What follows belongs to an exercise in optimizing a design on an open flow for small area and a short achievable clock period; a production flow would make more cautious choices.
The RTL was checked by simulation tests, not by an equivalence proof against the original design.
No activity file was given, so power comes from the tool's default toggle rates.

==> design/flow/config.mk <==
export PLATFORM = sky130hd
export DESIGN_NAME = datapath
export DESIGN_NICKNAME = datapath
export VERILOG_FILES = /design/flow/design.v
export SDC_FILE = /design/flow/constraint.sdc
export NUM_CORES = 4
export LEC_CHECK = 0
export CAP_MARGIN = 20
export CORE_MARGIN = 2
export CORE_UTILIZATION = 65
export SETUP_SLACK_MARGIN = 2.45
export SLEW_MARGIN = 20
export SYNTH_HIERARCHICAL = 1
export SYNTH_MINIMUM_KEEP_SIZE = 0
==> design/flow/flow/run.sh <==
#!/bin/bash
# Layout flow: the standard flow (standard.sh, unchanged synthesis) with
# smaller port buffers, smaller clock buffers and no dummy clock loads. Each tool's full output
# stays in orfs/logs/; make's own output goes to flow_make.log here.
set -euo pipefail
bash standard.sh \
  "BUFFER_PORTS_ARGS=-buffer_cell sky130_fd_sc_hd__buf_1" \
  "CTS_ARGS=-sink_clustering_enable -repair_clock_nets -dont_use_dummy_load -buf_list sky130_fd_sc_hd__clkbuf_8" \
  finish > flow_make.log 2>&1
==> design/flow/standard.sh <==
#!/bin/bash
# synth_recipe.tcl (not shown) runs the flow's synth.tcl, then flattens the netlist and writes it again
# the make line also repeats each setting of config.mk as NAME=value (left out here)
make -C /OpenROAD-flow-scripts/flow DESIGN_CONFIG=/design/flow/config.mk WORK_HOME=/design/flow/orfs CLKGATE_MAP_FILE= SYNTH_SCRIPT=/design/flow/synth_recipe.tcl "${@:-finish}"
==> design/flow/constraint.sdc <==
create_clock -name core_clock -period 5.0 [get_ports {clk}]
set_input_delay 1.0000 -clock core_clock [delete_from_list [all_inputs] [get_ports {clk}]]
set_output_delay 1.0000 -clock core_clock [all_outputs]
set_load 0.01 [all_outputs]
==> design/flow/design.v <==
module alu16(a, b, imm, asel, bsel, shift, op, loadc, loads, c_q, s_q, d_c, d_s);
  input [15:0] a, b;
  input [4:0] imm;
  input asel, bsel;
  input [1:0] shift, op;
  input loadc, loads;
  input [15:0] c_q;   
  input s_q;          
  output [15:0] d_c;  
  output d_s;         
  wire sub = op[0];
  wire sub_n = ~op[0];
  wire asel_n = ~asel;
  wire loadc_n = ~loadc;
  wire loads_n = ~loads;
  wire ld_arith_n = ~(loadc & ~op[1]);
  wire ld_not_n = ~(loadc & op[1] & op[0]);
  wire ld_and_n = ~(loadc & op[1] & ~op[0]);
  wire ld_arith = loads & ~op[1];
  wire ld_not = loads & op[1] & op[0];
  wire ld_and = loads & op[1] & ~op[0];
  wire [15:0] bin, ainx, pn, gn;
  wire s0_n;
  wire s1_n;
  wire sel_b0;
  wire sel_l0;
  wire sel_r0;
  wire sel_b1;
  wire sel_l1;
  wire sel_r1;
  wire s_x;
  wire sel_bs;
  wire bt0_0;
  wire bt0_1;
  wire bt0_2;
  wire bt1_0;
  wire bt1_1;
  wire bt2_0;
  wire bt2_1;
  wire bt3_0;
  wire bt3_1;
  wire bt4_0;
  wire bt4_1;
  wire bt5_0;
  wire bt5_1;
  wire bt5_2;
  wire bt6_0;
  wire bt6_1;
  wire bt6_2;
  wire bt7_0;
  wire bt7_1;
  wire bt7_2;
  wire bt8_0;
  wire bt8_1;
  wire bt8_2;
  wire bt9_0;
  wire bt9_1;
  wire bt9_2;
  wire bt10_0;
  wire bt10_1;
  wire bt10_2;
  wire bt11_0;
  wire bt11_1;
  wire bt11_2;
  wire bt12_0;
  wire bt12_1;
  wire bt12_2;
  wire bt13_0;
  wire bt13_1;
  wire bt13_2;
  wire bt14_0;
  wire bt14_1;
  wire bt14_2;
  wire bt15_0;
  wire bt15_1;
  wire an_0;
  wire an_1;
  wire an_2;
  wire an_3;
  wire an_4;
  wire an_5;
  wire an_6;
  wire an_7;
  wire an_8;
  wire an_9;
  wire an_10;
  wire an_11;
  wire an_12;
  wire an_13;
  wire an_14;
  wire an_15;
  wire g0n_0;
  wire p0n_0;
  wire g0n_1;
  wire p0n_1;
  wire g0n_2;
  wire p0n_2;
  wire g0n_3;
  wire p0n_3;
  wire g0n_4;
  wire p0n_4;
  wire g0n_5;
  wire p0n_5;
  wire g0n_6;
  wire p0n_6;
  wire g0n_7;
  wire p0n_7;
  wire g0n_8;
  wire p0n_8;
  wire g0n_9;
  wire p0n_9;
  wire g0n_10;
  wire p0n_10;
  wire g0n_11;
  wire p0n_11;
  wire g0n_12;
  wire p0n_12;
  wire g0n_13;
  wire p0n_13;
  wire g0n_14;
  wire p0n_14;
  wire g0n_15;
  wire p0n_15;
  wire g1_1;
  wire g1_3;
  wire pp1_3;
  wire g1_5;
  wire pp1_5;
  wire g1_7;
  wire pp1_7;
  wire g1_9;
  wire pp1_9;
  wire g1_11;
  wire pp1_11;
  wire g1_13;
  wire pp1_13;
  wire g1_15;
  wire pp1_15;
  wire g0n_2_i;
  wire p0n_2_i;
  wire g2_2;
  wire g2_3;
  wire g0n_6_i;
  wire p0n_6_i;
  wire g2_6;
  wire pp2_6;
  wire g2_7;
  wire pp2_7;
  wire g0n_10_i;
  wire p0n_10_i;
  wire g2_10;
  wire pp2_10;
  wire g2_11;
  wire pp2_11;
  wire g0n_14_i;
  wire p0n_14_i;
  wire g2_14;
  wire pp2_14;
  wire g2_15;
  wire pp2_15;
  wire g3_4;
  wire g1_5_i;
  wire pp1_5_i;
  wire g3_5;
  wire g3_6;
  wire g3_7;
  wire g3_12;
  wire pp3_12;
  wire g1_13_i;
  wire pp1_13_i;
  wire g3_13;
  wire pp3_13;
  wire g3_14;
  wire pp3_14;
  wire g3_15;
  wire pp3_15;
  wire g0n_8_i;
  wire p0n_8_i;
  wire g4_8;
  wire g4_9;
  wire g2_10_i;
  wire pp2_10_i;
  wire g4_10;
  wire g2_11_i;
  wire pp2_11_i;
  wire g4_11;
  wire g4_12;
  wire g4_13;
  wire g4_14;
  wire g4_15;
  wire g3_7_b;
  wire g2_3_b;
  wire q_0;
  wire sn_0;
  wire v_0;
  wire u_0;
  wire q_1;
  wire sn_1;
  wire v_1;
  wire u_1;
  wire q_2;
  wire sn_2;
  wire v_2;
  wire u_2;
  wire q_3;
  wire sn_3;
  wire v_3;
  wire u_3;
  wire q_4;
  wire sn_4;
  wire v_4;
  wire u_4;
  wire q_5;
  wire sn_5;
  wire v_5;
  wire u_5;
  wire q_6;
  wire sn_6;
  wire v_6;
  wire u_6;
  wire q_7;
  wire sn_7;
  wire v_7;
  wire u_7;
  wire q_8;
  wire sn_8;
  wire v_8;
  wire u_8;
  wire q_9;
  wire sn_9;
  wire v_9;
  wire u_9;
  wire q_10;
  wire sn_10;
  wire v_10;
  wire u_10;
  wire q_11;
  wire sn_11;
  wire v_11;
  wire u_11;
  wire q_12;
  wire sn_12;
  wire v_12;
  wire u_12;
  wire q_13;
  wire sn_13;
  wire v_13;
  wire u_13;
  wire q_14;
  wire sn_14;
  wire v_14;
  wire u_14;
  wire q_15;
  wire sn_15;
  wire v_15;
  wire u_15;
  wire k_0;
  wire e_0;
  wire k_1;
  wire e_1;
  wire k_2;
  wire e_2;
  wire k_3;
  wire e_3;
  wire k_4;
  wire e_4;
  wire k_5;
  wire e_5;
  wire k_6;
  wire e_6;
  wire k_7;
  wire e_7;
  wire k_8;
  wire e_8;
  wire k_9;
  wire e_9;
  wire k_10;
  wire e_10;
  wire k_11;
  wire e_11;
  wire k_12;
  wire e_12;
  wire k_13;
  wire e_13;
  wire k_14;
  wire e_14;
  wire k_15;
  wire e_15;
  wire za_q0;
  wire za_q1;
  wire za_q2;
  wire za_q3;
  wire za_h0;
  wire za_h1;
  wire za_n;
  wire zand_q0;
  wire zand_q1;
  wire zand_q2;
  wire zand_q3;
  wire zand_h0;
  wire zand_h1;
  wire zand_n;
  wire znot_q0;
  wire znot_q1;
  wire znot_q2;
  wire znot_q3;
  wire znot_h0;
  wire znot_h1;
  wire znot_n;
  wire hold_n;
  c_inv u1(.a(shift[0]), .y(s0_n));
  c_inv u2(.a(shift[1]), .y(s1_n));
  c_nor3 u3(.a(bsel), .b(shift[1]), .c(shift[0]), .y(sel_b0));
  c_nor3 u4(.a(bsel), .b(shift[1]), .c(s0_n), .y(sel_l0));
  c_nor2 u5(.a(bsel), .b(s1_n), .y(sel_r0));
  c_nor3 u6(.a(bsel), .b(shift[1]), .c(shift[0]), .y(sel_b1));
  c_nor3 u7(.a(bsel), .b(shift[1]), .c(s0_n), .y(sel_l1));
  c_nor2 u8(.a(bsel), .b(s1_n), .y(sel_r1));
  c_xor2 u9(.a(shift[1]), .b(shift[0]), .y(s_x));
  c_nor2 u10(.a(bsel), .b(s_x), .y(sel_bs));
  c_nand2 u11(.a(sel_b0), .b(b[0]), .y(bt0_0));
  c_nand2 u12(.a(sel_r0), .b(b[1]), .y(bt0_1));
  c_nand2 u13(.a(bsel), .b(imm[0]), .y(bt0_2));
  c_nand3 u14(.a(bt0_0), .b(bt0_1), .c(bt0_2), .y(bin[0]));
  c_aoi22 u15(.a1(sel_b0), .a2(b[1]), .b1(sel_l0), .b2(b[0]), .y(bt1_0));
  c_aoi22 u16(.a1(sel_r0), .a2(b[2]), .b1(bsel), .b2(imm[1]), .y(bt1_1));
  c_nand2 u17(.a(bt1_0), .b(bt1_1), .y(bin[1]));
  c_aoi22 u18(.a1(sel_b0), .a2(b[2]), .b1(sel_l0), .b2(b[1]), .y(bt2_0));
  c_aoi22 u19(.a1(sel_r0), .a2(b[3]), .b1(bsel), .b2(imm[2]), .y(bt2_1));
  c_nand2 u20(.a(bt2_0), .b(bt2_1), .y(bin[2]));
  c_aoi22 u21(.a1(sel_b0), .a2(b[3]), .b1(sel_l0), .b2(b[2]), .y(bt3_0));
  c_aoi22 u22(.a1(sel_r0), .a2(b[4]), .b1(bsel), .b2(imm[3]), .y(bt3_1));
  c_nand2 u23(.a(bt3_0), .b(bt3_1), .y(bin[3]));
  c_aoi22 u24(.a1(sel_b0), .a2(b[4]), .b1(sel_l0), .b2(b[3]), .y(bt4_0));
  c_aoi22 u25(.a1(sel_r0), .a2(b[5]), .b1(bsel), .b2(imm[4]), .y(bt4_1));
  c_nand2 u26(.a(bt4_0), .b(bt4_1), .y(bin[4]));
  c_nand2 u27(.a(sel_b0), .b(b[5]), .y(bt5_0));
  c_nand2 u28(.a(sel_l0), .b(b[4]), .y(bt5_1));
  c_nand2 u29(.a(sel_r0), .b(b[6]), .y(bt5_2));
  c_nand3 u30(.a(bt5_0), .b(bt5_1), .c(bt5_2), .y(bin[5]));
  c_nand2 u31(.a(sel_b0), .b(b[6]), .y(bt6_0));
  c_nand2 u32(.a(sel_l0), .b(b[5]), .y(bt6_1));
  c_nand2 u33(.a(sel_r0), .b(b[7]), .y(bt6_2));
  c_nand3 u34(.a(bt6_0), .b(bt6_1), .c(bt6_2), .y(bin[6]));
  c_nand2 u35(.a(sel_b0), .b(b[7]), .y(bt7_0));
  c_nand2 u36(.a(sel_l0), .b(b[6]), .y(bt7_1));
  c_nand2 u37(.a(sel_r0), .b(b[8]), .y(bt7_2));
  c_nand3 u38(.a(bt7_0), .b(bt7_1), .c(bt7_2), .y(bin[7]));
  c_nand2 u39(.a(sel_b1), .b(b[8]), .y(bt8_0));
  c_nand2 u40(.a(sel_l1), .b(b[7]), .y(bt8_1));
  c_nand2 u41(.a(sel_r1), .b(b[9]), .y(bt8_2));
  c_nand3 u42(.a(bt8_0), .b(bt8_1), .c(bt8_2), .y(bin[8]));
  c_nand2 u43(.a(sel_b1), .b(b[9]), .y(bt9_0));
  c_nand2 u44(.a(sel_l1), .b(b[8]), .y(bt9_1));
  c_nand2 u45(.a(sel_r1), .b(b[10]), .y(bt9_2));
  c_nand3 u46(.a(bt9_0), .b(bt9_1), .c(bt9_2), .y(bin[9]));
  c_nand2 u47(.a(sel_b1), .b(b[10]), .y(bt10_0));
  c_nand2 u48(.a(sel_l1), .b(b[9]), .y(bt10_1));
  c_nand2 u49(.a(sel_r1), .b(b[11]), .y(bt10_2));
  c_nand3 u50(.a(bt10_0), .b(bt10_1), .c(bt10_2), .y(bin[10]));
  c_nand2 u51(.a(sel_b1), .b(b[11]), .y(bt11_0));
  c_nand2 u52(.a(sel_l1), .b(b[10]), .y(bt11_1));
  c_nand2 u53(.a(sel_r1), .b(b[12]), .y(bt11_2));
  c_nand3 u54(.a(bt11_0), .b(bt11_1), .c(bt11_2), .y(bin[11]));
  c_nand2 u55(.a(sel_b1), .b(b[12]), .y(bt12_0));
  c_nand2 u56(.a(sel_l1), .b(b[11]), .y(bt12_1));
  c_nand2 u57(.a(sel_r1), .b(b[13]), .y(bt12_2));
  c_nand3 u58(.a(bt12_0), .b(bt12_1), .c(bt12_2), .y(bin[12]));
  c_nand2 u59(.a(sel_b1), .b(b[13]), .y(bt13_0));
  c_nand2 u60(.a(sel_l1), .b(b[12]), .y(bt13_1));
  c_nand2 u61(.a(sel_r1), .b(b[14]), .y(bt13_2));
  c_nand3 u62(.a(bt13_0), .b(bt13_1), .c(bt13_2), .y(bin[13]));
  c_nand2 u63(.a(sel_b1), .b(b[14]), .y(bt14_0));
  c_nand2 u64(.a(sel_l1), .b(b[13]), .y(bt14_1));
  c_nand2 u65(.a(sel_r1), .b(b[15]), .y(bt14_2));
  c_nand3 u66(.a(bt14_0), .b(bt14_1), .c(bt14_2), .y(bin[14]));
  c_nand2 u67(.a(sel_bs), .b(b[15]), .y(bt15_0));
  c_nand2 u68(.a(sel_l1), .b(b[14]), .y(bt15_1));
  c_nand2 u69(.a(bt15_0), .b(bt15_1), .y(bin[15]));
  c_nand2 u70(.a(a[0]), .b(asel_n), .y(an_0));
  c_xnor2 u71(.a(an_0), .b(sub), .y(ainx[0]));
  c_nand2 u72(.a(a[1]), .b(asel_n), .y(an_1));
  c_xnor2 u73(.a(an_1), .b(sub), .y(ainx[1]));
  c_nand2 u74(.a(a[2]), .b(asel_n), .y(an_2));
  c_xnor2 u75(.a(an_2), .b(sub), .y(ainx[2]));
  c_nand2 u76(.a(a[3]), .b(asel_n), .y(an_3));
  c_xnor2 u77(.a(an_3), .b(sub), .y(ainx[3]));
  c_nand2 u78(.a(a[4]), .b(asel_n), .y(an_4));
  c_xnor2 u79(.a(an_4), .b(sub), .y(ainx[4]));
  c_nand2 u80(.a(a[5]), .b(asel_n), .y(an_5));
  c_xnor2 u81(.a(an_5), .b(sub), .y(ainx[5]));
  c_nand2 u82(.a(a[6]), .b(asel_n), .y(an_6));
  c_xnor2 u83(.a(an_6), .b(sub), .y(ainx[6]));
  c_nand2 u84(.a(a[7]), .b(asel_n), .y(an_7));
  c_xnor2 u85(.a(an_7), .b(sub), .y(ainx[7]));
  c_nand2 u86(.a(a[8]), .b(asel_n), .y(an_8));
  c_xnor2 u87(.a(an_8), .b(sub), .y(ainx[8]));
  c_nand2 u88(.a(a[9]), .b(asel_n), .y(an_9));
  c_xnor2 u89(.a(an_9), .b(sub), .y(ainx[9]));
  c_nand2 u90(.a(a[10]), .b(asel_n), .y(an_10));
  c_xnor2 u91(.a(an_10), .b(sub), .y(ainx[10]));
  c_nand2 u92(.a(a[11]), .b(asel_n), .y(an_11));
  c_xnor2 u93(.a(an_11), .b(sub), .y(ainx[11]));
  c_nand2 u94(.a(a[12]), .b(asel_n), .y(an_12));
  c_xnor2 u95(.a(an_12), .b(sub), .y(ainx[12]));
  c_nand2 u96(.a(a[13]), .b(asel_n), .y(an_13));
  c_xnor2 u97(.a(an_13), .b(sub), .y(ainx[13]));
  c_nand2 u98(.a(a[14]), .b(asel_n), .y(an_14));
  c_xnor2 u99(.a(an_14), .b(sub), .y(ainx[14]));
  c_nand2 u100(.a(a[15]), .b(asel_n), .y(an_15));
  c_xnor2 u101(.a(an_15), .b(sub), .y(ainx[15]));
  c_nand2 u102(.a(ainx[0]), .b(bin[0]), .y(g0n_0));
  c_xnor2 u103(.a(ainx[0]), .b(bin[0]), .y(p0n_0));
  assign pn[0] = p0n_0;
  assign gn[0] = g0n_0;
  c_nand2 u104(.a(ainx[1]), .b(bin[1]), .y(g0n_1));
  c_xnor2 u105(.a(ainx[1]), .b(bin[1]), .y(p0n_1));
  assign pn[1] = p0n_1;
  assign gn[1] = g0n_1;
  c_nand2 u106(.a(ainx[2]), .b(bin[2]), .y(g0n_2));
  c_xnor2 u107(.a(ainx[2]), .b(bin[2]), .y(p0n_2));
  assign pn[2] = p0n_2;
  assign gn[2] = g0n_2;
  c_nand2 u108(.a(ainx[3]), .b(bin[3]), .y(g0n_3));
  c_xnor2 u109(.a(ainx[3]), .b(bin[3]), .y(p0n_3));
  assign pn[3] = p0n_3;
  assign gn[3] = g0n_3;
  c_nand2 u110(.a(ainx[4]), .b(bin[4]), .y(g0n_4));
  c_xnor2 u111(.a(ainx[4]), .b(bin[4]), .y(p0n_4));
  assign pn[4] = p0n_4;
  assign gn[4] = g0n_4;
  c_nand2 u112(.a(ainx[5]), .b(bin[5]), .y(g0n_5));
  c_xnor2 u113(.a(ainx[5]), .b(bin[5]), .y(p0n_5));
  assign pn[5] = p0n_5;
  assign gn[5] = g0n_5;
  c_nand2 u114(.a(ainx[6]), .b(bin[6]), .y(g0n_6));
  c_xnor2 u115(.a(ainx[6]), .b(bin[6]), .y(p0n_6));
  assign pn[6] = p0n_6;
  assign gn[6] = g0n_6;
  c_nand2 u116(.a(ainx[7]), .b(bin[7]), .y(g0n_7));
  c_xnor2 u117(.a(ainx[7]), .b(bin[7]), .y(p0n_7));
  assign pn[7] = p0n_7;
  assign gn[7] = g0n_7;
  c_nand2 u118(.a(ainx[8]), .b(bin[8]), .y(g0n_8));
  c_xnor2 u119(.a(ainx[8]), .b(bin[8]), .y(p0n_8));
  assign pn[8] = p0n_8;
  assign gn[8] = g0n_8;
  c_nand2 u120(.a(ainx[9]), .b(bin[9]), .y(g0n_9));
  c_xnor2 u121(.a(ainx[9]), .b(bin[9]), .y(p0n_9));
  assign pn[9] = p0n_9;
  assign gn[9] = g0n_9;
  c_nand2 u122(.a(ainx[10]), .b(bin[10]), .y(g0n_10));
  c_xnor2 u123(.a(ainx[10]), .b(bin[10]), .y(p0n_10));
  assign pn[10] = p0n_10;
  assign gn[10] = g0n_10;
  c_nand2 u124(.a(ainx[11]), .b(bin[11]), .y(g0n_11));
  c_xnor2 u125(.a(ainx[11]), .b(bin[11]), .y(p0n_11));
  assign pn[11] = p0n_11;
  assign gn[11] = g0n_11;
  c_nand2 u126(.a(ainx[12]), .b(bin[12]), .y(g0n_12));
  c_xnor2 u127(.a(ainx[12]), .b(bin[12]), .y(p0n_12));
  assign pn[12] = p0n_12;
  assign gn[12] = g0n_12;
  c_nand2 u128(.a(ainx[13]), .b(bin[13]), .y(g0n_13));
  c_xnor2 u129(.a(ainx[13]), .b(bin[13]), .y(p0n_13));
  assign pn[13] = p0n_13;
  assign gn[13] = g0n_13;
  c_nand2 u130(.a(ainx[14]), .b(bin[14]), .y(g0n_14));
  c_xnor2 u131(.a(ainx[14]), .b(bin[14]), .y(p0n_14));
  assign pn[14] = p0n_14;
  assign gn[14] = g0n_14;
  c_nand2 u132(.a(ainx[15]), .b(bin[15]), .y(g0n_15));
  c_xnor2 u133(.a(ainx[15]), .b(bin[15]), .y(p0n_15));
  assign pn[15] = p0n_15;
  assign gn[15] = g0n_15;
  c_oai21 u134(.a1(p0n_1), .a2(g0n_0), .b1(g0n_1), .y(g1_1));
  c_oai21 u135(.a1(p0n_3), .a2(g0n_2), .b1(g0n_3), .y(g1_3));
  c_nor2 u136(.a(p0n_3), .b(p0n_2), .y(pp1_3));
  c_oai21 u137(.a1(p0n_5), .a2(g0n_4), .b1(g0n_5), .y(g1_5));
  c_nor2 u138(.a(p0n_5), .b(p0n_4), .y(pp1_5));
  c_oai21 u139(.a1(p0n_7), .a2(g0n_6), .b1(g0n_7), .y(g1_7));
  c_nor2 u140(.a(p0n_7), .b(p0n_6), .y(pp1_7));
  c_oai21 u141(.a1(p0n_9), .a2(g0n_8), .b1(g0n_9), .y(g1_9));
  c_nor2 u142(.a(p0n_9), .b(p0n_8), .y(pp1_9));
  c_oai21 u143(.a1(p0n_11), .a2(g0n_10), .b1(g0n_11), .y(g1_11));
  c_nor2 u144(.a(p0n_11), .b(p0n_10), .y(pp1_11));
  c_oai21 u145(.a1(p0n_13), .a2(g0n_12), .b1(g0n_13), .y(g1_13));
  c_nor2 u146(.a(p0n_13), .b(p0n_12), .y(pp1_13));
  c_oai21 u147(.a1(p0n_15), .a2(g0n_14), .b1(g0n_15), .y(g1_15));
  c_nor2 u148(.a(p0n_15), .b(p0n_14), .y(pp1_15));
  c_inv u149(.a(g0n_2), .y(g0n_2_i));
  c_inv u150(.a(p0n_2), .y(p0n_2_i));
  c_aoi21 u151(.a1(p0n_2_i), .a2(g1_1), .b1(g0n_2_i), .y(g2_2));
  c_aoi21 u152(.a1(pp1_3), .a2(g1_1), .b1(g1_3), .y(g2_3));
  c_inv u153(.a(g0n_6), .y(g0n_6_i));
  c_inv u154(.a(p0n_6), .y(p0n_6_i));
  c_aoi21 u155(.a1(p0n_6_i), .a2(g1_5), .b1(g0n_6_i), .y(g2_6));
  c_nand2 u156(.a(p0n_6_i), .b(pp1_5), .y(pp2_6));
  c_aoi21 u157(.a1(pp1_7), .a2(g1_5), .b1(g1_7), .y(g2_7));
  c_nand2 u158(.a(pp1_7), .b(pp1_5), .y(pp2_7));
  c_inv u159(.a(g0n_10), .y(g0n_10_i));
  c_inv u160(.a(p0n_10), .y(p0n_10_i));
  c_aoi21 u161(.a1(p0n_10_i), .a2(g1_9), .b1(g0n_10_i), .y(g2_10));
  c_nand2 u162(.a(p0n_10_i), .b(pp1_9), .y(pp2_10));
  c_aoi21 u163(.a1(pp1_11), .a2(g1_9), .b1(g1_11), .y(g2_11));
  c_nand2 u164(.a(pp1_11), .b(pp1_9), .y(pp2_11));
  c_inv u165(.a(g0n_14), .y(g0n_14_i));
  c_inv u166(.a(p0n_14), .y(p0n_14_i));
  c_aoi21 u167(.a1(p0n_14_i), .a2(g1_13), .b1(g0n_14_i), .y(g2_14));
  c_nand2 u168(.a(p0n_14_i), .b(pp1_13), .y(pp2_14));
  c_aoi21 u169(.a1(pp1_15), .a2(g1_13), .b1(g1_15), .y(g2_15));
  c_nand2 u170(.a(pp1_15), .b(pp1_13), .y(pp2_15));
  c_oai21 u171(.a1(p0n_4), .a2(g2_3), .b1(g0n_4), .y(g3_4));
  c_inv u172(.a(g1_5), .y(g1_5_i));
  c_inv u173(.a(pp1_5), .y(pp1_5_i));
  c_oai21 u174(.a1(pp1_5_i), .a2(g2_3), .b1(g1_5_i), .y(g3_5));
  c_oai21 u175(.a1(pp2_6), .a2(g2_3_b), .b1(g2_6), .y(g3_6));
  c_oai21 u176(.a1(pp2_7), .a2(g2_3_b), .b1(g2_7), .y(g3_7));
  c_oai21 u177(.a1(p0n_12), .a2(g2_11), .b1(g0n_12), .y(g3_12));
  c_nor2 u178(.a(p0n_12), .b(pp2_11), .y(pp3_12));
  c_inv u179(.a(g1_13), .y(g1_13_i));
  c_inv u180(.a(pp1_13), .y(pp1_13_i));
  c_oai21 u181(.a1(pp1_13_i), .a2(g2_11), .b1(g1_13_i), .y(g3_13));
  c_nor2 u182(.a(pp1_13_i), .b(pp2_11), .y(pp3_13));
  c_oai21 u183(.a1(pp2_14), .a2(g2_11), .b1(g2_14), .y(g3_14));
  c_nor2 u184(.a(pp2_14), .b(pp2_11), .y(pp3_14));
  c_oai21 u185(.a1(pp2_15), .a2(g2_11), .b1(g2_15), .y(g3_15));
  c_nor2 u186(.a(pp2_15), .b(pp2_11), .y(pp3_15));
  c_inv u187(.a(g0n_8), .y(g0n_8_i));
  c_inv u188(.a(p0n_8), .y(p0n_8_i));
  c_aoi21 u189(.a1(p0n_8_i), .a2(g3_7), .b1(g0n_8_i), .y(g4_8));
  c_aoi21 u190(.a1(pp1_9), .a2(g3_7), .b1(g1_9), .y(g4_9));
  c_inv u191(.a(g2_10), .y(g2_10_i));
  c_inv u192(.a(pp2_10), .y(pp2_10_i));
  c_aoi21 u193(.a1(pp2_10_i), .a2(g3_7), .b1(g2_10_i), .y(g4_10));
  c_inv u194(.a(g2_11), .y(g2_11_i));
  c_inv u195(.a(pp2_11), .y(pp2_11_i));
  c_aoi21 u196(.a1(pp2_11_i), .a2(g3_7), .b1(g2_11_i), .y(g4_11));
  c_aoi21 u197(.a1(pp3_12), .a2(g3_7_b), .b1(g3_12), .y(g4_12));
  c_aoi21 u198(.a1(pp3_13), .a2(g3_7_b), .b1(g3_13), .y(g4_13));
  c_aoi21 u199(.a1(pp3_14), .a2(g3_7_b), .b1(g3_14), .y(g4_14));
  c_aoi21 u200(.a1(pp3_15), .a2(g3_7_b), .b1(g3_15), .y(g4_15));
  c_oai21 u201(.a1(pp2_7), .a2(g2_3), .b1(g2_7), .y(g3_7_b));
  c_aoi21 u202(.a1(pp1_3), .a2(g1_1), .b1(g1_3), .y(g2_3_b));
  c_xnor2 u203(.a(pn[0]), .b(sub), .y(q_0));
  c_inv u204(.a(q_0), .y(sn_0));
  c_o22a u205(.a1(ld_not_n), .a2(bin[0]), .b1(ld_and_n), .b2(gn[0]), .y(v_0));
  c_nand2 u206(.a(loadc_n), .b(c_q[0]), .y(u_0));
  c_o211ai u207(.a1(sn_0), .a2(ld_arith_n), .b1(u_0), .c1(v_0), .y(d_c[0]));
  c_xnor2 u208(.a(pn[1]), .b(sub), .y(q_1));
  c_xor2 u209(.a(q_1), .b(g0n_0), .y(sn_1));
  c_o22a u210(.a1(ld_not_n), .a2(bin[1]), .b1(ld_and_n), .b2(gn[1]), .y(v_1));
  c_nand2 u211(.a(loadc_n), .b(c_q[1]), .y(u_1));
  c_o211ai u212(.a1(sn_1), .a2(ld_arith_n), .b1(u_1), .c1(v_1), .y(d_c[1]));
  c_xnor2 u213(.a(pn[2]), .b(sub), .y(q_2));
  c_xnor2 u214(.a(q_2), .b(g1_1), .y(sn_2));
  c_o22a u215(.a1(ld_not_n), .a2(bin[2]), .b1(ld_and_n), .b2(gn[2]), .y(v_2));
  c_nand2 u216(.a(loadc_n), .b(c_q[2]), .y(u_2));
  c_o211ai u217(.a1(sn_2), .a2(ld_arith_n), .b1(u_2), .c1(v_2), .y(d_c[2]));
  c_xnor2 u218(.a(pn[3]), .b(sub), .y(q_3));
  c_xor2 u219(.a(q_3), .b(g2_2), .y(sn_3));
  c_o22a u220(.a1(ld_not_n), .a2(bin[3]), .b1(ld_and_n), .b2(gn[3]), .y(v_3));
  c_nand2 u221(.a(loadc_n), .b(c_q[3]), .y(u_3));
  c_o211ai u222(.a1(sn_3), .a2(ld_arith_n), .b1(u_3), .c1(v_3), .y(d_c[3]));
  c_xnor2 u223(.a(pn[4]), .b(sub), .y(q_4));
  c_xor2 u224(.a(q_4), .b(g2_3), .y(sn_4));
  c_o22a u225(.a1(ld_not_n), .a2(bin[4]), .b1(ld_and_n), .b2(gn[4]), .y(v_4));
  c_nand2 u226(.a(loadc_n), .b(c_q[4]), .y(u_4));
  c_o211ai u227(.a1(sn_4), .a2(ld_arith_n), .b1(u_4), .c1(v_4), .y(d_c[4]));
  c_xnor2 u228(.a(pn[5]), .b(sub), .y(q_5));
  c_xnor2 u229(.a(q_5), .b(g3_4), .y(sn_5));
  c_o22a u230(.a1(ld_not_n), .a2(bin[5]), .b1(ld_and_n), .b2(gn[5]), .y(v_5));
  c_nand2 u231(.a(loadc_n), .b(c_q[5]), .y(u_5));
  c_o211ai u232(.a1(sn_5), .a2(ld_arith_n), .b1(u_5), .c1(v_5), .y(d_c[5]));
  c_xnor2 u233(.a(pn[6]), .b(sub), .y(q_6));
  c_xnor2 u234(.a(q_6), .b(g3_5), .y(sn_6));
  c_o22a u235(.a1(ld_not_n), .a2(bin[6]), .b1(ld_and_n), .b2(gn[6]), .y(v_6));
  c_nand2 u236(.a(loadc_n), .b(c_q[6]), .y(u_6));
  c_o211ai u237(.a1(sn_6), .a2(ld_arith_n), .b1(u_6), .c1(v_6), .y(d_c[6]));
  c_xnor2 u238(.a(pn[7]), .b(sub), .y(q_7));
  c_xnor2 u239(.a(q_7), .b(g3_6), .y(sn_7));
  c_o22a u240(.a1(ld_not_n), .a2(bin[7]), .b1(ld_and_n), .b2(gn[7]), .y(v_7));
  c_nand2 u241(.a(loadc_n), .b(c_q[7]), .y(u_7));
  c_o211ai u242(.a1(sn_7), .a2(ld_arith_n), .b1(u_7), .c1(v_7), .y(d_c[7]));
  c_xnor2 u243(.a(pn[8]), .b(sub), .y(q_8));
  c_xnor2 u244(.a(q_8), .b(g3_7), .y(sn_8));
  c_o22a u245(.a1(ld_not_n), .a2(bin[8]), .b1(ld_and_n), .b2(gn[8]), .y(v_8));
  c_nand2 u246(.a(loadc_n), .b(c_q[8]), .y(u_8));
  c_o211ai u247(.a1(sn_8), .a2(ld_arith_n), .b1(u_8), .c1(v_8), .y(d_c[8]));
  c_xnor2 u248(.a(pn[9]), .b(sub), .y(q_9));
  c_xor2 u249(.a(q_9), .b(g4_8), .y(sn_9));
  c_o22a u250(.a1(ld_not_n), .a2(bin[9]), .b1(ld_and_n), .b2(gn[9]), .y(v_9));
  c_nand2 u251(.a(loadc_n), .b(c_q[9]), .y(u_9));
  c_o211ai u252(.a1(sn_9), .a2(ld_arith_n), .b1(u_9), .c1(v_9), .y(d_c[9]));
  c_xnor2 u253(.a(pn[10]), .b(sub), .y(q_10));
  c_xor2 u254(.a(q_10), .b(g4_9), .y(sn_10));
  c_o22a u255(.a1(ld_not_n), .a2(bin[10]), .b1(ld_and_n), .b2(gn[10]), .y(v_10));
  c_nand2 u256(.a(loadc_n), .b(c_q[10]), .y(u_10));
  c_o211ai u257(.a1(sn_10), .a2(ld_arith_n), .b1(u_10), .c1(v_10), .y(d_c[10]));
  c_xnor2 u258(.a(pn[11]), .b(sub), .y(q_11));
  c_xor2 u259(.a(q_11), .b(g4_10), .y(sn_11));
  c_o22a u260(.a1(ld_not_n), .a2(bin[11]), .b1(ld_and_n), .b2(gn[11]), .y(v_11));
  c_nand2 u261(.a(loadc_n), .b(c_q[11]), .y(u_11));
  c_o211ai u262(.a1(sn_11), .a2(ld_arith_n), .b1(u_11), .c1(v_11), .y(d_c[11]));
  c_xnor2 u263(.a(pn[12]), .b(sub), .y(q_12));
  c_xor2 u264(.a(q_12), .b(g4_11), .y(sn_12));
  c_o22a u265(.a1(ld_not_n), .a2(bin[12]), .b1(ld_and_n), .b2(gn[12]), .y(v_12));
  c_nand2 u266(.a(loadc_n), .b(c_q[12]), .y(u_12));
  c_o211ai u267(.a1(sn_12), .a2(ld_arith_n), .b1(u_12), .c1(v_12), .y(d_c[12]));
  c_xnor2 u268(.a(pn[13]), .b(sub), .y(q_13));
  c_xor2 u269(.a(q_13), .b(g4_12), .y(sn_13));
  c_o22a u270(.a1(ld_not_n), .a2(bin[13]), .b1(ld_and_n), .b2(gn[13]), .y(v_13));
  c_nand2 u271(.a(loadc_n), .b(c_q[13]), .y(u_13));
  c_o211ai u272(.a1(sn_13), .a2(ld_arith_n), .b1(u_13), .c1(v_13), .y(d_c[13]));
  c_xnor2 u273(.a(pn[14]), .b(sub), .y(q_14));
  c_xor2 u274(.a(q_14), .b(g4_13), .y(sn_14));
  c_o22a u275(.a1(ld_not_n), .a2(bin[14]), .b1(ld_and_n), .b2(gn[14]), .y(v_14));
  c_nand2 u276(.a(loadc_n), .b(c_q[14]), .y(u_14));
  c_o211ai u277(.a1(sn_14), .a2(ld_arith_n), .b1(u_14), .c1(v_14), .y(d_c[14]));
  c_xnor2 u278(.a(pn[15]), .b(sub), .y(q_15));
  c_xor2 u279(.a(q_15), .b(g4_14), .y(sn_15));
  c_o22a u280(.a1(ld_not_n), .a2(bin[15]), .b1(ld_and_n), .b2(gn[15]), .y(v_15));
  c_nand2 u281(.a(loadc_n), .b(c_q[15]), .y(u_15));
  c_o211ai u282(.a1(sn_15), .a2(ld_arith_n), .b1(u_15), .c1(v_15), .y(d_c[15]));
  assign k_0 = sub;
  c_xor2 u283(.a(pn[0]), .b(k_0), .y(e_0));
  c_nand3 u284(.a(gn[0]), .b(pn[0]), .c(sub_n), .y(k_1));
  c_xor2 u285(.a(pn[1]), .b(k_1), .y(e_1));
  c_nand3 u286(.a(gn[1]), .b(pn[1]), .c(sub_n), .y(k_2));
  c_xor2 u287(.a(pn[2]), .b(k_2), .y(e_2));
  c_nand3 u288(.a(gn[2]), .b(pn[2]), .c(sub_n), .y(k_3));
  c_xor2 u289(.a(pn[3]), .b(k_3), .y(e_3));
  c_nand3 u290(.a(gn[3]), .b(pn[3]), .c(sub_n), .y(k_4));
  c_xor2 u291(.a(pn[4]), .b(k_4), .y(e_4));
  c_nand3 u292(.a(gn[4]), .b(pn[4]), .c(sub_n), .y(k_5));
  c_xor2 u293(.a(pn[5]), .b(k_5), .y(e_5));
  c_nand3 u294(.a(gn[5]), .b(pn[5]), .c(sub_n), .y(k_6));
  c_xor2 u295(.a(pn[6]), .b(k_6), .y(e_6));
  c_nand3 u296(.a(gn[6]), .b(pn[6]), .c(sub_n), .y(k_7));
  c_xor2 u297(.a(pn[7]), .b(k_7), .y(e_7));
  c_nand3 u298(.a(gn[7]), .b(pn[7]), .c(sub_n), .y(k_8));
  c_xor2 u299(.a(pn[8]), .b(k_8), .y(e_8));
  c_nand3 u300(.a(gn[8]), .b(pn[8]), .c(sub_n), .y(k_9));
  c_xor2 u301(.a(pn[9]), .b(k_9), .y(e_9));
  c_nand3 u302(.a(gn[9]), .b(pn[9]), .c(sub_n), .y(k_10));
  c_xor2 u303(.a(pn[10]), .b(k_10), .y(e_10));
  c_nand3 u304(.a(gn[10]), .b(pn[10]), .c(sub_n), .y(k_11));
  c_xor2 u305(.a(pn[11]), .b(k_11), .y(e_11));
  c_nand3 u306(.a(gn[11]), .b(pn[11]), .c(sub_n), .y(k_12));
  c_xor2 u307(.a(pn[12]), .b(k_12), .y(e_12));
  c_nand3 u308(.a(gn[12]), .b(pn[12]), .c(sub_n), .y(k_13));
  c_xor2 u309(.a(pn[13]), .b(k_13), .y(e_13));
  c_nand3 u310(.a(gn[13]), .b(pn[13]), .c(sub_n), .y(k_14));
  c_xor2 u311(.a(pn[14]), .b(k_14), .y(e_14));
  c_nand3 u312(.a(gn[14]), .b(pn[14]), .c(sub_n), .y(k_15));
  c_xor2 u313(.a(pn[15]), .b(k_15), .y(e_15));
  c_nand4 u314(.a(e_0), .b(e_1), .c(e_2), .d(e_3), .y(za_q0));
  c_nand4 u315(.a(e_4), .b(e_5), .c(e_6), .d(e_7), .y(za_q1));
  c_nand4 u316(.a(e_8), .b(e_9), .c(e_10), .d(e_11), .y(za_q2));
  c_nand4 u317(.a(e_12), .b(e_13), .c(e_14), .d(e_15), .y(za_q3));
  c_nor2 u318(.a(za_q0), .b(za_q1), .y(za_h0));
  c_nor2 u319(.a(za_q2), .b(za_q3), .y(za_h1));
  c_nand3 u320(.a(za_h0), .b(za_h1), .c(ld_arith), .y(za_n));
  c_nand4 u321(.a(gn[0]), .b(gn[1]), .c(gn[2]), .d(gn[3]), .y(zand_q0));
  c_nand4 u322(.a(gn[4]), .b(gn[5]), .c(gn[6]), .d(gn[7]), .y(zand_q1));
  c_nand4 u323(.a(gn[8]), .b(gn[9]), .c(gn[10]), .d(gn[11]), .y(zand_q2));
  c_nand4 u324(.a(gn[12]), .b(gn[13]), .c(gn[14]), .d(gn[15]), .y(zand_q3));
  c_nor2 u325(.a(zand_q0), .b(zand_q1), .y(zand_h0));
  c_nor2 u326(.a(zand_q2), .b(zand_q3), .y(zand_h1));
  c_nand3 u327(.a(zand_h0), .b(zand_h1), .c(ld_and), .y(zand_n));
  c_nand4 u328(.a(bin[0]), .b(bin[1]), .c(bin[2]), .d(bin[3]), .y(znot_q0));
  c_nand4 u329(.a(bin[4]), .b(bin[5]), .c(bin[6]), .d(bin[7]), .y(znot_q1));
  c_nand4 u330(.a(bin[8]), .b(bin[9]), .c(bin[10]), .d(bin[11]), .y(znot_q2));
  c_nand4 u331(.a(bin[12]), .b(bin[13]), .c(bin[14]), .d(bin[15]), .y(znot_q3));
  c_nor2 u332(.a(znot_q0), .b(znot_q1), .y(znot_h0));
  c_nor2 u333(.a(znot_q2), .b(znot_q3), .y(znot_h1));
  c_nand3 u334(.a(znot_h0), .b(znot_h1), .c(ld_not), .y(znot_n));
  c_nand2 u335(.a(loads_n), .b(s_q), .y(hold_n));
  c_nand4 u336(.a(za_n), .b(zand_n), .c(znot_n), .d(hold_n), .y(d_s));
endmodule
module datapath(datapath_in, vsel, writenum, write, readnum, clk, loada, loadb, shift, asel, bsel, ALUop, loadc, loads, datapath_out, Z_out);
  input write, clk, loada, loadb, vsel, asel, bsel, loadc, loads;
  input [1:0] shift, ALUop;
  input [2:0] writenum, readnum;
  input [15:0] datapath_in;
  output [15:0] datapath_out;
  output Z_out;
  reg [15:0] R0, R1, R2, R3, R4, R5, R6, R7;
  reg [15:0] A, B, C;
  reg S;
  wire [15:0] wdata = vsel ? datapath_in : C;
  always @(posedge clk) begin
    if (write && writenum == 3'd0) R0 <= wdata;
    if (write && writenum == 3'd1) R1 <= wdata;
    if (write && writenum == 3'd2) R2 <= wdata;
    if (write && writenum == 3'd3) R3 <= wdata;
    if (write && writenum == 3'd4) R4 <= wdata;
    if (write && writenum == 3'd5) R5 <= wdata;
    if (write && writenum == 3'd6) R6 <= wdata;
    if (write && writenum == 3'd7) R7 <= wdata;
  end
  wire [7:0] rsel = 8'b1 << readnum;
  wire [15:0] rdata;
  genvar i;
  generate
    for (i = 0; i < 16; i = i + 1) begin : rd
      read_bit u(.r({R7[i], R6[i], R5[i], R4[i], R3[i], R2[i], R1[i], R0[i]}), .s(rsel), .q(rdata[i]));
    end
  endgenerate
  always @(posedge clk) begin
    if (loada) A <= rdata;
    if (loadb) B <= rdata;
  end
  wire [15:0] c_next;
  wire s_next;
  alu16 u_alu(.a(A), .b(B), .imm(datapath_in[4:0]), .asel(asel), .bsel(bsel), .shift(shift),
              .op(ALUop), .loadc(loadc), .loads(loads), .c_q(C), .s_q(S),
              .d_c(c_next), .d_s(s_next));
  always @(posedge clk) begin
    C <= c_next;
    S <= s_next;
  end
  assign datapath_out = C;
  assign Z_out = S;
endmodule
module read_bit(r, s, q);
  input [7:0] r, s;
  output q;
  assign q = |(r & s);
endmodule
module c_inv(a, y);
  input a;
  output y;
  assign y = ~a;
endmodule
module c_nand2(a, b, y);
  input a, b;
  output y;
  assign y = ~(a & b);
endmodule
module c_nand3(a, b, c, y);
  input a, b, c;
  output y;
  assign y = ~(a & b & c);
endmodule
module c_nand4(a, b, c, d, y);
  input a, b, c, d;
  output y;
  assign y = ~(a & b & c & d);
endmodule
module c_nor2(a, b, y);
  input a, b;
  output y;
  assign y = ~(a | b);
endmodule
module c_xor2(a, b, y);
  input a, b;
  output y;
  assign y = a ^ b;
endmodule
module c_xnor2(a, b, y);
  input a, b;
  output y;
  assign y = ~(a ^ b);
endmodule
module c_aoi21(a1, a2, b1, y);
  input a1, a2, b1;
  output y;
  assign y = ~((a1 & a2) | b1);
endmodule
module c_oai21(a1, a2, b1, y);
  input a1, a2, b1;
  output y;
  assign y = ~((a1 | a2) & b1);
endmodule
module c_o22a(a1, a2, b1, b2, y);
  input a1, a2, b1, b2;
  output y;
  assign y = (a1 | a2) & (b1 | b2);
endmodule
module c_nor4(a, b, c, d, y);
  input a, b, c, d;
  output y;
  assign y = ~(a | b | c | d);
endmodule
module c_aoi22(a1, a2, b1, b2, y);
  input a1, a2, b1, b2;
  output y;
  assign y = ~((a1 & a2) | (b1 & b2));
endmodule
module c_o211ai(a1, a2, b1, c1, y);
  input a1, a2, b1, c1;
  output y;
  assign y = ~((a1 | a2) & b1 & c1);
endmodule
module c_nor3(a, b, c, y);
  input a, b, c;
  output y;
  assign y = ~(a | b | c);
endmodule
==> results of run 1 <==
==> power groups by stage <==
stage	clock (mW)	sequential, mW	combinational, mW
floorplan	0	1.83	0.482
global placement	0	1.83	0.656
finish	0.731	1.81	0.838
detailed placement	0	1.84	0.671
global route	0.774	1.82	0.896
CTS	0.734	1.81	0.712
==> Yosys stat by module, one instance, submodules excluded <==
module    area (µm²)  times used  flops+latches
c_nand4        6.256          13              0
c_o22a         8.758          16              0
c_aoi21        8.758          15              0
c_nand2        3.754          94              0
c_nor2         3.754          18              0
c_oai21        5.005          15              0
c_nor3         10.01           4              0
c_xnor2        8.758          53              0
read_bit       36.28          16              0
alu16          55.05           1              0
datapath        5534           1            177
c_nand3        5.005          29              0
c_xor2         8.758          27              0
c_inv          3.754          21              0
c_o211ai       12.51          16              0
c_aoi22        12.51           8              0
==> per-layer routing <==
| layer | up-vias | wire [µm] | GRT usage |
|---|---|---|---|
| met3 | 51 | 1456 | 0.05510 |
| met4 | 0 | 586 | 0.1035 |
| met5 | - | 0 | 0 |
| met2 | 288 | 10040 | 0.4728 |
| li1 | 2632 | - | - |
| met1 | 2809 | 7931 | 0.3808 |
==> layout make-up <==
class	count	area (µm²)
multi-input combinational	426	3732
clock buffer	17	234.0
inverter	25	107.6
sequential	177	5145
timing repair inverter	1	7.507
fill	752	2482
tap	172	215.2
timing repair buffer	90	593.1
==> per-stage QoR <==
stage | hold slack, ns | cells | utilization | instance area (µm²)
detailed placement | 0.4778 | 860 | 0.7175 | 8981
global placement | 0.4688 | 860 | 0.7175 | 8981
CTS | 0.4923 | 886 | 0.7535 | 9432
finish | 0.4989 | 908 | 0.8017 | 10030
floorplan | 0.5107 | 630 | - | 8491
global route | 0.5196 | 908 | 0.8017 | 10030
==> placed cells by master, fill, tap and decap left out, drive strengths merged, types with 24 or more instances in the layout <==
master and instances:
nand4 29, inv 24, nand3 30, nand2 94, a22oi 72, edfxtp 160
xnor2 53, xor2 27, buf 89
==> worst max path at each step <==
stage	slack, ns	from	endpoint
after detailed placement	1.24	bsel	C[13]
final	2.45	asel	C[9]
after floorplan	2.27	shift[0]	C[10]
after global routing	2.36	shift[0]	C[9]
after CTS	2.45	bsel	C[12]
after global placement	1.32	bsel	C[13]
==> worst max-delay path: cells and delay by family <==
kind	cells	cell delay [ns]
AO/OA/AOI/OAI	5	0.75
XOR/XNOR	3	0.60
buffers and inverters	2	0.33
AND/OR/NAND/NOR	1	0.17
==> registers in the layout (all words and copies together), names as in the netlist <==
| register | flops |
|---|---|
| R2 | 16 |
| R5 | 16 |
| R3 | 16 |
| R7 | 16 |
| B | 16 |
| C | 16 |
| R4 | 16 |
| R1 | 16 |
| R0 | 16 |
| R6 | 16 |
| A | 16 |
| S | 1 |
==> timing repair <==
action | 4_1_cts | 5_1_grt
pin swaps | 11 | 30
endpoints found under the hold margin | 0 | 0
gates cloned | 1 | 1
gates resized for setup | 35 | 73
endpoints found under the setup margin | 17 | 17
setup buffers | 8 | 21
==> cell families (layout without fill, tap and decap cells) <==
family / Yosys count / in the layout / share of synthesized area
flip-flops: 177 / 177 / 0.6211
buffers and inverters: 27 / 133 / 0.01511
AO/OA/AOI/OAI: 134 / 134 / 0.1361
AND/OR/NAND/NOR: 196 / 196 / 0.1168
XOR/XNOR: 80 / 80 / 0.08459
multiplexers: 16 / 16 / 0.02628
==> summary.txt, run 1 <==
Status
  – Status: no timing/DRC/antenna violations

Power and ir drop
  – LEAKAGE: about 3.5 nW
  – Clock share of power: 0.216
  – Combinational share of power: 0.248
  – Internal power: roughly 2.4 mW
  – Pwr Total: between 3 and 4 mW
  – Switching power total: a little under 1 mW
  – Worst-case vdd ir drop: approximately 0.36 mV
  – Switch share: 0.2920
  – Pwr per Cell Area: around 340 nW/µm²
  – Seq pwr share: 0.536

Global routing
  – Global route overflow: 0
  – Initial antenna violation count: 0
  – Vias in the first global route: between 5000 and 6000
  – Largest net degree at the start of global routing: 24
  – First-pass GRT wire length: 28200 µm
  – Total track usage: 0.2852

STA
  – Period minus WS final: roughly 2.6 ns
  – Final setup violation count: 0
  – Fin. max-slew vios: 0
  – Fmax: between 0.3 and 0.4 GHz
  – Fin. Hold Viols: 0
  – Final setup margin: ~2.4 ns
  – Setup Skew: between 0.03 and 0.04 ns
  – Setup TNS: 0 ns
  – RSZ-0062 raised after global routing: yes
  – Worst slew margin: 0.2762
  – Worst-Margin Slew: approximately 1.1 ns
  – Final period util: 0.5101

Die
  – Core area: ~13000 µm²
  – Die area: 13660 µm²
  – Cell Rows: 41
  – Starting Density: 0.6617
  – Die Wd: about 120 µm
  – Height of the die: roughly 120 µm
  – Ports: 52

Worst setup path
  – Reg2reg end: C[15]
  – RR Startpoint: B[4]
  – Worst Path Arrival: between 2 and 3 ns
  – Max incr delay on CP: roughly 0.30 ns
  – Reg2Reg Setup Slack: 2.86 ns
  – Worst setup EP type: flip-flop
  – Setup CP Type: in -> reg
  – R2R depth: 9
  – CP Cell Sequence: buf_6, clkinvlp_4, nand2_4, xnor2_4, xnor2_4, o21ai_4, a21oi_4, o21ai_4, a21oi_2, xor2_1, o211ai_2
  – CP max stage cell: xnor2_4
  – Crit Path Max Fanout: 8
  – Startpoint types: primary input
  – Critical path required time: around 5.3 ns

Yosys
  – Synthesized area: between 8000 and 9000 µm²
  – Main synth FF type: edfxtp_1
  – Sequential share of the synthesized area: 0.6211
  – Number of synthesized flops with an enable pin: between 150 and 200
  – Cells after synthesis: 630
  – #FFs+latches synth: about 180
  – Syn Area/Cell: ~13 µm²
  – Fraction of registers with async set/reset: 0
  – Post-synth top area cell: edfxtp_1
  – Yosys cell types: 32
  – Syn_nets: around 670
  – Post-synth top cells: 160 x edfxtp_1, 94 x nand2_1, 64 x a22oi_1
  – Post-synth top area share: 0.5801
  – Most common cell in the netlist: edfxtp_1
  – Synth warnings: 7
  – Synth top area cells: edfxtp_1 58%, a22oi_1 5.8%, xnor2_1 5.6%

Worst hold path
  – Hold wc startpoint: C[15]
  – Cells on Worst Hold Path: 2
  – Hold EP: C[15]
  – Min-delay worst type: reg -> reg

Detailed routing
  – Drc violations: 0
  – Drt via density: between 6 and 7
  – First-pass DRT Iterations: 5
  – Antenna-violating nets left: 0
  – Post-Route WL: approximately 20000 µm
  – Vias: between 5000 and 6000
  – WL/cell: 22.04 µm
  – Initial DRC Count: roughly 600

Clocking
  – TritonCTS clock tree: done
  – Root Driver: clkbuf_8
  – Hold-fix buffers, CTS: 0
  – Htree depth: 4
  – Clock Sinks: 177
  – Worst-skew pair later-pin latency: 0.46 ns
  – CTS Buf Count: 17
  – Clk pin slew, worst setup/hold paths: about 0.080 ns
  – CTS Buffer Depth: 2

Placement
  – Post-DP HPWL: 12090 µm
  – Pre-CTS setup slack: around 1.2 ns
  – Routability cong.: 0.8545
  – IO Port Bufs: 51

Layout
  – N_diodes: 0
  – Layout area overhead: 21.15%
  – Fin nets: around 770
  – Proportion of layout cells with a drive suffix above 1: 0.2704

Job
  – Max_cap viols: 0
==> run 2: changes to the inputs <==
--- a/design/flow/config.mk
+++ b/design/flow/config.mk
@@ -8,7 +8,8 @@
 export CAP_MARGIN = 20
 export CORE_MARGIN = 2
 export CORE_UTILIZATION = 65
-export SETUP_SLACK_MARGIN = 2.45
+export GPL_TIMING_DRIVEN = 0
+export SETUP_SLACK_MARGIN = 2.3
 export SLEW_MARGIN = 20
 export SYNTH_HIERARCHICAL = 1
 export SYNTH_MINIMUM_KEEP_SIZE = 0
==> summary.txt, run 2 <==
STA
  – Final setup margin: 2.362 ns (was 2.449 ns)
  – Worst slew margin: 0.2926 (was 0.2762)
  – Fin. max-slew vios: 0 (unchanged)
  – Final period util: 0.5276 (was 0.5101)
  – Setup TNS: 0 ns (unchanged)
  – Final setup violation count: 0 (unchanged)
  – Worst-Margin Slew: 1.061 ns (was 1.086 ns)
  – Fmax: 0.3790 GHz (was 0.3921 GHz)
  – Fin. Hold Viols: 0 (unchanged)
  – Period minus WS final: 2.638 ns (was 2.551 ns)
  – Setup Skew: 0.03474 ns (was 0.03115 ns)
  – RSZ-0062 raised after global routing: yes (unchanged)

Yosys
  – Synthesized area: 8283 µm² (unchanged)
  – Cells after synthesis: 630 (unchanged)
  – #FFs+latches synth: 177 (unchanged)
  – Sequential share of the synthesized area: 0.6211 (unchanged)
  – Synth top area cells: edfxtp_1 58%, a22oi_1 5.8%, xnor2_1 5.6% (unchanged)
  – Main synth FF type: edfxtp_1 (unchanged)
  – Post-synth top area share: 0.5801 (unchanged)
  – Post-synth top area cell: edfxtp_1 (unchanged)
  – Fraction of registers with async set/reset: 0 (unchanged)
  – Yosys cell types: 32 (unchanged)
  – Synth warnings: 7 (unchanged)
  – Post-synth top cells: 160 x edfxtp_1, 94 x nand2_1, 64 x a22oi_1 (unchanged)
  – Number of synthesized flops with an enable pin: 160 (unchanged)
  – Most common cell in the netlist: edfxtp_1 (unchanged)
  – Syn Area/Cell: 13.15 µm² (unchanged)
  – Syn_nets: 665 (unchanged)

Clocking
  – Root Driver: clkbuf_8 (unchanged)
  – Clock Sinks: 177 (unchanged)
  – CTS Buffer Depth: 2 (unchanged)
  – TritonCTS clock tree: done (unchanged)
  – CTS Buf Count: 17 (unchanged)
  – Clk pin slew, worst setup/hold paths: 0.07 ns (was 0.08 ns)
  – Htree depth: 4 (unchanged)
  – Worst-skew pair later-pin latency: 0.46 ns (about the same)

Layout
  – Proportion of layout cells with a drive suffix above 1: 0.2404 (was 0.2704)
  – Layout area overhead: 17.60% (was 21.15%)
  – # fillers: 794 (was 752)
  – Util after Layout: 0.7782 (was 0.8017)
  – Most frequent cells in the layout: 160 x edfxtp_1, 85 x nand2_1, 64 x a22oi_1 (was 160 x edfxtp_1, 75 x nand2_1, 64 x a22oi_1)
  – Fin nets: 765 (was 773)
  – N_diodes: 0 (unchanged)
  – Commonest non-fill, non-tap cell in the layout: edfxtp_1 (unchanged)

Detailed routing
  – Drt via density: 6.268 (was 6.366)
  – Vias: 5641 (was 5780)
  – Post-Route WL: 18750 µm (was 20010 µm)
  – Drc violations: 0 (unchanged)
  – First-pass DRT Iterations: 5 (unchanged)
  – Initial DRC Count: 461 (was 593)
  – Antenna-violating nets left: 0 (unchanged)
  – WL/cell: 20.84 µm (was 22.04 µm)

Placement
  – Pre-CTS setup slack: 1.208 ns (was 1.240 ns)
  – Routability cong.: 0.8917 (was 0.8545)
  – IO Port Bufs: 50 (was 51)
  – Post-DP HPWL: 12600 µm (was 12090 µm)

Worst setup path
  – Worst Path Arrival: 2.93 ns (was 2.85 ns)
  – Setup CP Type: in -> reg (unchanged)
  – Critical path required time: 5.29 ns (was 5.30 ns)
  – Startpoint types: primary input (unchanged)
  – Worst setup EP type: flip-flop (unchanged)
  – Crit Path Max Fanout: 8 (unchanged)

Status
  – Status: no timing/DRC/antenna violations (unchanged)

Die
  – Starting Density: 0.6617 (unchanged)
  – Die Wd: 116.9 µm (unchanged)
  – Cell Rows: 41 (unchanged)
  – Die area: 13660 µm² (unchanged)
  – Ports: 52 (unchanged)
  – Core area: 12520 µm² (unchanged)
  – Height of the die: 116.9 µm (unchanged)

Global routing
  – First-pass GRT wire length: 27850 µm (was 28200 µm)
  – Largest net degree at the start of global routing: 27 (was 24)
  – Global route overflow: 0 (unchanged)
  – Total track usage: 0.2809 (was 0.2852)
  – Vias in the first global route: 5387 (was 5309)
  – Initial antenna violation count: 0 (unchanged)

Worst hold path
  – Min-delay worst type: reg -> reg (unchanged)

Job
  – Max_cap viols: 0 (unchanged)

Power and ir drop
  – Pwr per Cell Area: 339.3 nW/µm² (was 336.8 nW/µm²)
  – Worst-case vdd ir drop: 0.3027 mV (was 0.3590 mV)
  – LEAKAGE: 3.366 nW (was 3.502 nW)
-- run 2: final cells by class --
type / count / area, µm² / share of cell area
flip-flops and latches: 177 / 5145 / 0.5282
repair buffers: 80 / 473.0 / 0.04855
inverters: 25 / 100.1 / 0.01028
repair inverters: 1 / 7.507 / 0.0007707
plain buffers: 2 / 31.28 / 0.003211
well taps: 172 / 215.2 / 0.02209
multi-input cells: 426 / 3535 / 0.3629
clock buffers: 17 / 234.0 / 0.02402
-- run 2: worst max-delay path, cell delays in order --
cell and delay, ns:
clkbuf_4 0.18, inv_4 0.06, nor3_4 0.33, nand2_1 0.11, nand3_1 0.19, xnor2_1 0.26
inv_1 0.14, a21oi_2 0.15, o21ai_1 0.08, a21oi_2 0.14, xor2_1 0.19, o211ai_2 0.08
-- run 2: per-layer routing --
layer | routed length [µm] | GRT usage
met5 | 0 | 0
met4 | 401 | 0.1341
met3 | 1235 | 0.05510
met2 | 9593 | 0.4651
met1 | 7524 | 0.3608
-- run 2: repair_timing --
action,CTS,global route
endpoints found under the hold margin,0,0
resized for setup,27,33
endpoints found under the setup margin,15,9
setup buffers,6,13
pin swaps,9,11
hold buffers,0,0
cloned,0,1
-- run 2: cell families after synthesis --
family / synth area share
simple gates: 0.1168
flops: 0.6211
compound gates: 0.1361
xor+xnor: 0.08459
buf+inv: 0.01511
mux: 0.02628
-- run 2: report_power, final --
part	switching (mW)	leakage (nW)	internal, mW
clock network	0.407	0.122	0.300
registers	0.0567	1.63	1.75
logic	0.470	1.61	0.322
-- run 2: path summary, 6_finish.rpt --
path / start / slack, ns / to / cells after the start
setup / recovery: shift[0] / 2.36 / C[15] / 12
hold reg to reg: C[10] / 0.50 / C[10] / 2
hold / removal: C[10] / 0.50 / C[10] / 2
setup reg to reg: B[4] / 2.89 / S / 10
-- run 2: Yosys stat by module, one instance, submodules excluded, a selection --
module | cell area [µm²] | times used
c_aoi21 | 8.758 | 15
c_oai21 | 5.005 | 15
read_bit | 36.28 | 16
c_nand3 | 5.005 | 29
c_inv | 3.754 | 21
c_xor2 | 8.758 | 27
alu16 | 55.05 | 1
c_nor2 | 3.754 | 18
c_nand2 | 3.754 | 94
-- run 2: stage by stage --
step           cells  power [mW]  hold slack, ns  area [µm²]
2_1_floorplan    630       2.314          0.5107        8491
3_3_place_gp     852       2.477          0.4664        8894
3_5_place_dp     863       2.510          0.4826        9047
4_1_cts          886       3.243          0.4969        9473
5_1_grt          900       3.427          0.5203        9741
6_report         900       3.305          0.5026        9741
==> run 3: changes to the inputs <==
--- a/design/flow/config.mk
+++ b/design/flow/config.mk
@@ -8,7 +8,7 @@
 export CAP_MARGIN = 20
 export CORE_MARGIN = 2
 export CORE_UTILIZATION = 65
-export GPL_TIMING_DRIVEN = 0
+export GPL_ROUTABILITY_DRIVEN = 0
 export SETUP_SLACK_MARGIN = 2.3
 export SLEW_MARGIN = 20
 export SYNTH_HIERARCHICAL = 1
==> summary.txt, run 3 <==
Layout
  – Layout area overhead: 18.25% (was 17.60%)
  – N_diodes: 0 (unchanged)
  – # fillers: 787 (was 794)
  – Most frequent cells in the layout: 160 x edfxtp_1, 83 x nand2_1, 64 x a22oi_1 (was 160 x edfxtp_1, 85 x nand2_1, 64 x a22oi_1)
  – Proportion of layout cells with a drive suffix above 1: 0.2473 (was 0.2404)
  – Commonest non-fill, non-tap cell in the layout: edfxtp_1 (unchanged)
  – Multi-input combinational cell area: 3572 µm² (was 3535 µm²)
  – Reg area: 5145 µm² (unchanged)
  – Fin nets: 769 (was 765)

STA
  – Setup TNS: 0 ns (unchanged)
  – Fin. Hold Viols: 0 (unchanged)
  – Final setup margin: 2.335 ns (was 2.362 ns)
  – Final setup violation count: 0 (unchanged)
  – RSZ-0062 raised after global routing: yes (unchanged)
  – Period minus WS final: 2.665 ns (was 2.638 ns)
  – Worst-Margin Slew: 1.031 ns (was 1.061 ns)
  – Fmax: 0.3753 GHz (was 0.3790 GHz)
  – Final period util: 0.5330 (was 0.5276)
  – Fin. max-slew vios: 0 (unchanged)
  – Worst slew margin: 0.3127 (was 0.2926)
  – Setup Skew: 0.02771 ns (was 0.03474 ns)
  – Hold_ws: 0.4947 ns (was 0.5026 ns)

Placement
  – Pre-CTS setup slack: 1.405 ns (was 1.208 ns)
  – Post-DP HPWL: 12240 µm (was 12600 µm)
  – IO Port Bufs: 51 (was 50)

Worst setup path
  – Largest delay share family, worst path: compound AO/OA/AOI/OAI gates (was simple AND/OR/NAND/NOR gates)
  – CP Cell Sequence: buf_12, clkinvlp_4, nor2_4, buf_4, a22oi_2, nand2_2, xnor2_4, o21ai_4, a21oi_4, o21ai_4, buf_4, xnor2_1, o211ai_2 (was clkbuf_4, inv_4, nor3_4, nand2_1, nand3_1, xnor2_1, inv_1, a21oi_2, o21ai_1, a21oi_2, xor2_1, o211ai_2)
  – CP startpoint: shift[1] (was shift[0])
  – WP depth: 13 (was 12)
  – Worst setup EP type: flip-flop (unchanged)
  – Crit path buf inv count: 4 (was 3)
  – Reg2reg end: C[8] (was S)
  – Startpoint types: primary input (unchanged)
  – Setup CP Type: in -> reg (unchanged)
  – Reg2Reg Setup Slack: 2.83 ns (was 2.89 ns)
  – CP max stage cell: o21ai_4 (was nor3_4)
  – Worst Path Arrival: 2.95 ns (was 2.93 ns)
  – Max incr delay on CP: 0.26 ns (was 0.33 ns)
  – Crit Path Max Fanout: 6 (was 8)
  – RR Startpoint: B[8] (was B[4])
  – Critical path required time: 5.29 ns (about the same)
  – R2R depth: 10 (unchanged)
  – Worst Setup EP: C[8] (was C[15])

Worst hold path
  – Min-delay worst type: reg -> reg (unchanged)

Yosys
  – Syn Area/Cell: 13.15 µm² (unchanged)
  – Synthesized area: 8283 µm² (unchanged)
  – Number of synthesized flops with an enable pin: 160 (unchanged)
  – #FFs+latches synth: 177 (unchanged)
  – Post-synth top area share: 0.5801 (unchanged)
  – Post-synth top cells: 160 x edfxtp_1, 94 x nand2_1, 64 x a22oi_1 (unchanged)
  – Most common cell in the netlist: edfxtp_1 (unchanged)
  – Synth top area cells: edfxtp_1 58%, a22oi_1 5.8%, xnor2_1 5.6% (unchanged)
  – Main synth FF type: edfxtp_1 (unchanged)
  – Sequential share of the synthesized area: 0.6211 (unchanged)
  – Cells after synthesis: 630 (unchanged)
  – Fraction of registers with async set/reset: 0 (unchanged)
  – Synth warnings: 7 (unchanged)
  – Post-synth top area cell: edfxtp_1 (unchanged)
  – Syn_nets: 665 (unchanged)
  – Yosys cell types: 32 (unchanged)

Global routing
  – Largest net degree at the start of global routing: 32 (was 27)
  – First-pass GRT wire length: 29170 µm (was 27850 µm)
  – Total track usage: 0.2959 (was 0.2809)
  – Global route overflow: 0 (unchanged)
  – Vias in the first global route: 5460 (was 5387)
  – Initial antenna violation count: 0 (unchanged)

Power and ir drop
  – LEAKAGE: 3.406 nW (was 3.366 nW)
  – Pwr Total: 3.327 mW (was 3.305 mW)
  – Pwr per Cell Area: 339.7 nW/µm² (was 339.3 nW/µm²)
  – Worst-case vdd ir drop: 0.2897 mV (was 0.3027 mV)

Die
  – Core area: 12520 µm² (unchanged)
  – Cell Rows: 41 (unchanged)
  – Starting Density: 0.6617 (unchanged)
  – Ports: 52 (unchanged)
  – Die Wd: 116.9 µm (unchanged)
  – Height of the die: 116.9 µm (unchanged)
  – Die area: 13660 µm² (unchanged)

Clocking
  – TritonCTS clock tree: done (unchanged)
  – CTS Buf Count: 17 (unchanged)
  – Worst-skew pair later-pin latency: 0.45 ns (was 0.46 ns)
  – Root Driver: clkbuf_8 (unchanged)
  – Clock Sinks: 177 (unchanged)
  – Htree depth: 4 (unchanged)
  – CTS Buffer Depth: 2 (unchanged)
  – Clk pin slew, worst setup/hold paths: 0.07 ns (about the same)

Detailed routing
  – WL/cell: 21.39 µm (was 20.84 µm)
  – Initial DRC Count: 565 (was 461)
  – Drt via density: 6.287 (was 6.268)
  – Drc violations: 0 (unchanged)
  – Antenna-violating nets left: 0 (unchanged)
  – Vias: 5683 (was 5641)
  – First-pass DRT Iterations: 5 (unchanged)
  – Post-Route WL: 19330 µm (was 18750 µm)

Job
  – Max_cap viols: 0 (unchanged)

Status
  – Status: no timing/DRC/antenna violations (unchanged)
run 3: cell counts after synthesis:
Identical to the previous run, type by type.
run 3: where the power goes:
part	switching, mW	internal, mW
Combinational	0.472	0.322
Sequential	0.0602	1.75
Clock	0.423	0.301
run 3: cell families (layout without fill, tap and decap cells):
family,after synthesis,count (layout),share of synthesized area
and+or+nand+nor,196,196,0.1168
DFF,177,177,0.6211
AOI/OAI and AO/OA,134,134,0.1361
xor gates and xnor gates,80,80,0.08459
buffers and inverters,27,129,0.01511
muxes,16,16,0.02628
run 3: worst min-delay path by stage:
stage           from  endpoint  cells past startpoint
2_1_floorplan      S         S                      2
4_1_cts        C[15]     C[15]                      2
6_report        C[8]      C[8]                      2
5_1_grt        C[15]     C[15]                      2
3_5_place_dp   C[15]     C[15]                      2
3_3_place_gp       S         S                      2
run 3: timing repair:
item                       in CTS  in global routing
hold buffers                    0                  0
setup buffers                   5                 20
pin swaps                      11                 23
hold endpoints to repair        0                  0
resized for setup              32                 36
setup endpoints to repair      13                 10
gates cloned                    0                  1
run 3: worst register-to-register path: stages, from the launching register on:
cell and delay [ns]:
edfxtp_1 0.48, nand2_1 0.15, nand3_4 0.13, xnor2_4 0.16
buf_4 0.16, nor2_4 0.16, nand2_4 0.10, o21ai_4 0.28
buf_4 0.17, xnor2_1 0.14, o211ai_2 0.09
run 3: per-stage QoR:
stage | instances | util | area [µm²]
2_1_floorplan | 630 | - | 8491
3_3_place_gp | 861 | 0.7181 | 8989
3_5_place_dp | 861 | 0.7181 | 8989
4_1_cts | 883 | 0.7556 | 9458
5_1_grt | 904 | 0.7825 | 9794
6_report | 904 | 0.7825 | 9794
run 3: final cells by class:
cell class | count | share of cell area
Timing Repair Buffer | 86 | 0.05301
Sequential cell | 177 | 0.5253
Timing Repair inverter | 1 | 0.0007665
Multi-Input combinational cell | 426 | 0.3647
Clock buffer | 17 | 0.02389
Inverter | 25 | 0.01035
Tap cell | 172 | 0.02197
run 3: Yosys stat by module (local to each module, per instance), a selection:
module,times used,cells
c_aoi21,15,1
c_nand3,29,1
c_nor3,4,1
c_o22a,16,1
c_xnor2,53,1
c_xor2,27,1
datapath,1,211
read_bit,16,5
run 3: layer usage:
metal,vias to the layer above,track usage,wire [µm]
met5,-,0,0
met4,0,0.1208,484
met3,43,0.05767,1318
met2,246,0.4717,9597
met1,2782,0.4064,7934
li1,2612,-,-

-- afterwards: timing with drivers on the ports --
Ports are ideal in the flow. The routed layouts listed here were re-timed in OpenROAD.
Step 1 assumes that a clkbuf_16 drives the clock port and a buf_2 every other input.
Step 2 adds t to the input delays and takes it off the output delays; t is the mean of the earliest and latest rising clock arrival at the registers after step 1. Input paths then give back, and output paths get back, about the clock's delay inside the block.
a / b / c = ideal / step 1 / step 2; a / b = the first two.
| run | t, ns | setup WS [ns] | hold WS [ns] |
|---|---|---|---|
| run 1 | 0.477 | 2.449 / 2.396 / 1.919 | 0.499 / 0.499 / 0.499 |
| run 2 | 0.482 | 2.362 / 2.354 / 1.872 | 0.503 / 0.503 / 0.503 |
| run 3 | 0.478 | 2.335 / 2.284 / 1.806 | 0.495 / 0.495 / 0.495 |
After both steps every run listed still meets setup and hold. For run 1, which loses most, drivers alone change the setup slack by -0.053 ns; drivers and shift together by -0.530 ns.
